Source: an optimization exercise on an open RTL-to-GDS flow (aim: small area). Production flows keep margins and buffers that such runs may drop. At most, simulation tests tie the RTL to the original design; equivalence was not proved. No driver is modelled on the clock port, so clock power and skew are understated where the tree is cut down; a real chip needs a root buffer or a tree. Power is estimated from default activity; no workload was simulated.

## card_flip_game_top
module card_flip_game_top (
    input wire clk,            
    input wire reset,          
    input wire up_btn,
    input wire down_btn,
    input wire left_btn,
    input wire right_btn,
    input wire select_btn,
    output wire hsync,
    output wire vsync,
    output wire [3:0] red,
    output wire [3:0] green,
    output wire [3:0] blue,
    output wire [6:0] seg_display,
    output wire [3:0] seg_select,
    output wire uart_tx
);
    wire [3:0] cursor_pos;
    wire [15:0] card_states;
    wire [7:0] move_count_d;
    wire game_won;
    wire game_won_d;
    wire card_matched;
    game_logic game_controller (
        .clk(clk),
        .reset(reset),
        .up_btn(up_btn),
        .down_btn(down_btn),
        .left_btn(left_btn),
        .right_btn(right_btn),
        .select_btn(select_btn),
        .cursor_pos(cursor_pos),
        .card_states(card_states),
        .move_count_d(move_count_d),
        .game_won(game_won),
        .game_won_d(game_won_d),
        .card_matched(card_matched)
    );
    vga_display display (
        .clk(clk),
        .reset(reset),
        .card_states(card_states),
        .cursor_pos(cursor_pos),
        .hsync(hsync),
        .vsync(vsync),
        .red(red),
        .green(green),
        .blue(blue)
    );
    seven_segment_driver seg_driver (
        .move_count_d(move_count_d[3:0]),
        .game_won_d(game_won_d),
        .seg_display(seg_display),
        .seg_select(seg_select)
    );
    uart_logger game_logger (
        .clk(clk),
        .reset(reset),
        .card_pos(cursor_pos),
        .card_flipped(select_btn),
        .card_matched(card_matched),
        .game_won(game_won),
        .move_count(move_count_d),
        .uart_tx(uart_tx)
    );
endmodule
==> module uart_logger, before the edit <==
module uart_logger (
    input wire clk,
    input wire reset,
    input wire [3:0] card_pos,
    input wire card_flipped,
    input wire card_matched,
    input wire game_won,
    input wire [7:0] move_count,
    output reg uart_tx
);
    reg [3:0] phase;
    reg [9:0] baud;
    reg src_pos;         
    reg [3:0] pos;       
    wire idle = !phase[3] && !phase[1] && phase[0];
    wire event_in = card_flipped || card_matched || game_won;
    wire load = idle && event_in;
    wire bit_end = baud[9] & (&baud[6:0]);
    wire [2:0] k = phase[2:0];
    wire data_bit = src_pos ? (!k[2] && pos[k[1:0]]) :
                    pos[0] ? k[0] : move_count[k];
    always @(posedge clk) begin
        if (idle || bit_end)
            baud <= 10'd0;
        else
            baud <= {baud[8:0], !(baud[9] ^ baud[0])};
        if (reset)
            phase <= 4'b0001;
        else if (load)
            phase <= 4'b0111;
        else if (bit_end) begin
            phase[2:0] <= phase[2:0] + 3'd1;
            phase[3] <= phase[3] ? !(&phase[2:0]) : phase[2];
        end
        uart_tx <= phase[3] ? data_bit : !phase[2];
        if (load) begin
            src_pos <= card_flipped;
            pos <= {card_pos[3:1], card_flipped ? card_pos[0] : card_matched};
        end
    end
endmodule
==> flow/config.mk <==
export PLATFORM = sky130hd
export DESIGN_NAME = card_flip_game_top
export DESIGN_NICKNAME = card_flip_game_top
export VERILOG_FILES = /design/flow/design.v
export SDC_FILE = /design/flow/constraint.sdc
export NUM_CORES = 4
export LEC_CHECK = 0
export CAP_MARGIN = 20
export CORE_MARGIN = 2
export CORE_UTILIZATION = 70
export SLEW_MARGIN = 20
==> flow/constraint.sdc <==
create_clock -name core_clock -period 10.0 [get_ports {clk}]
set_input_delay 2.0000 -clock core_clock [delete_from_list [all_inputs] [get_ports {clk}]]
set_output_delay 2.0000 -clock core_clock [all_outputs]
set_load 0.01 [all_outputs]
standard.sh (not shown) runs the stock make flow with config.mk's settings and CLKGATE_MAP_FILE= SYNTH_SCRIPT=/design/flow/synth_recipe.tcl, a recipe that flattens the netlist after the stock synthesis.
==> flow/flow/run.sh <==
#!/bin/bash
# Layout flow: the standard ORFS flow (standard.sh) with
#  - synthesis: synth_recipe.tcl, but abc maps with an area script and no
#    adder cells (same registers, names and cell types);
#  - 1x buffers on the ports;
#  - a one-level clock tree: CTS_NBUF clock buffers fed by the clock port,
#    each driving one cluster of registers, built before global placement
#    (flow/gpl_hook.tcl, flow/clock_tree.tcl) and sized after placement
#    (flow/cts_hook.tcl).
# Each tool's output goes to standard_flow.log here (ORFS's own logs are
# under orfs/logs).
set -euo pipefail
F=$PWD/flow
export FLOW_ABC_SCRIPT=$F/area.script
export CTS_NBUF=${CTS_NBUF:-4}
export CTS_MASTER=${CTS_MASTER:-sky130_fd_sc_hd__clkbuf_8}
export CTS_SIZES=${CTS_SIZES:-"sky130_fd_sc_hd__clkbuf_8 sky130_fd_sc_hd__buf_8 sky130_fd_sc_hd__buf_12 sky130_fd_sc_hd__clkbuf_16"}
export CTS_SLEW_NS=${CTS_SLEW_NS:-0.112}
bash standard.sh \
  "SYNTH_SCRIPT=$F/synth_area.tcl" \
  "ADDER_MAP_FILE=" \
  "BUFFER_PORTS_ARGS=-buffer_cell sky130_fd_sc_hd__buf_1" \
  "PRE_GLOBAL_PLACE_TCL=$F/gpl_hook.tcl" \
  "PRE_CTS_TCL=$F/cts_hook.tcl" \
  finish > standard_flow.log 2>&1
Other scripts of this flow, unchanged in this note and not shown: flow/flow/area.script, flow/flow/clock_tree.tcl, flow/flow/cts_hook.tcl, flow/flow/gpl_hook.tcl, flow/flow/synth_area.tcl
The baseline went through all stages and came out clean.
==> next run, changes <==
--- a/flow/design.v
+++ b/flow/design.v
@@ -117,14 +117,15 @@
     reg [3:0] phase;
     reg [9:0] baud;
     reg src_pos;         
-    reg [3:0] pos;       
+    reg src_match;       
+    reg [3:0] pos;
     wire idle = !phase[3] && !phase[1] && phase[0];
     wire event_in = card_flipped || card_matched || game_won;
     wire load = idle && event_in;
     wire bit_end = baud[9] & (&baud[6:0]);
     wire [2:0] k = phase[2:0];
     wire data_bit = src_pos ? (!k[2] && pos[k[1:0]]) :
-                    pos[0] ? k[0] : move_count[k];
+                    src_match ? k[0] : move_count[k];
     always @(posedge clk) begin
         if (idle || bit_end)
             baud <= 10'd0;
@@ -141,7 +142,8 @@
         uart_tx <= phase[3] ? data_bit : !phase[2];
         if (load) begin
             src_pos <= card_flipped;
-            pos <= {card_pos[3:1], card_flipped ? card_pos[0] : card_matched};
+            src_match <= !card_flipped && card_matched;
+            pos <= card_pos;
         end
     end
 endmodule
The new run completed with no timing, DRC or antenna violations.
Register-to-register slack is about the same.
Die area went up by 0.66%.
Sequential cell count went up by 1.
Utilization went down by 0.24 points.
Combinational power went up by about 2%.
Power went down by about 0.8%.
Design area went up by 0.35%.
Sequential power went up by about 2%.
Via count went up by 0.58%.
Maximum frequency went down by about 3%.
Clock power went down by about 9%.
Global-route usage went down by 0.26 points.
Worst setup slack degrades by 130 ps.
Critical path depth went down by 2.
Only the layout flow was run in the second run of this note; the RTL was not checked for function there. In every run of this note, the design's own scripts or RTL, not TritonCTS, make the clock network.

-- re-timing with driven ports --
In the flow no input, the clock included, has a driving cell. The finished layouts below were timed again as built, in two steps. Step 1 (the two cells are an assumption about what drives the block):
set clk [get_ports {clk}]
set_driving_cell -lib_cell sky130_fd_sc_hd__clkbuf_16 $clk
set_driving_cell -lib_cell sky130_fd_sc_hd__buf_2 [delete_from_list [all_inputs] $clk]
Step 2 also shifts input and output timing later by t, the mid clock arrival at the registers, as if the neighbouring blocks saw the same clock. Three values: no drivers, after step 1, after step 2; two values: the first two.
run	t (ns)	setup WS [ns]	worst setup path at the end
the first run	0.200	5.869 / 5.811 / 6.010	register to output
the second run	0.210	5.739 / 5.677 / 5.887	register to output
After both steps setup and hold are still met in every run listed.
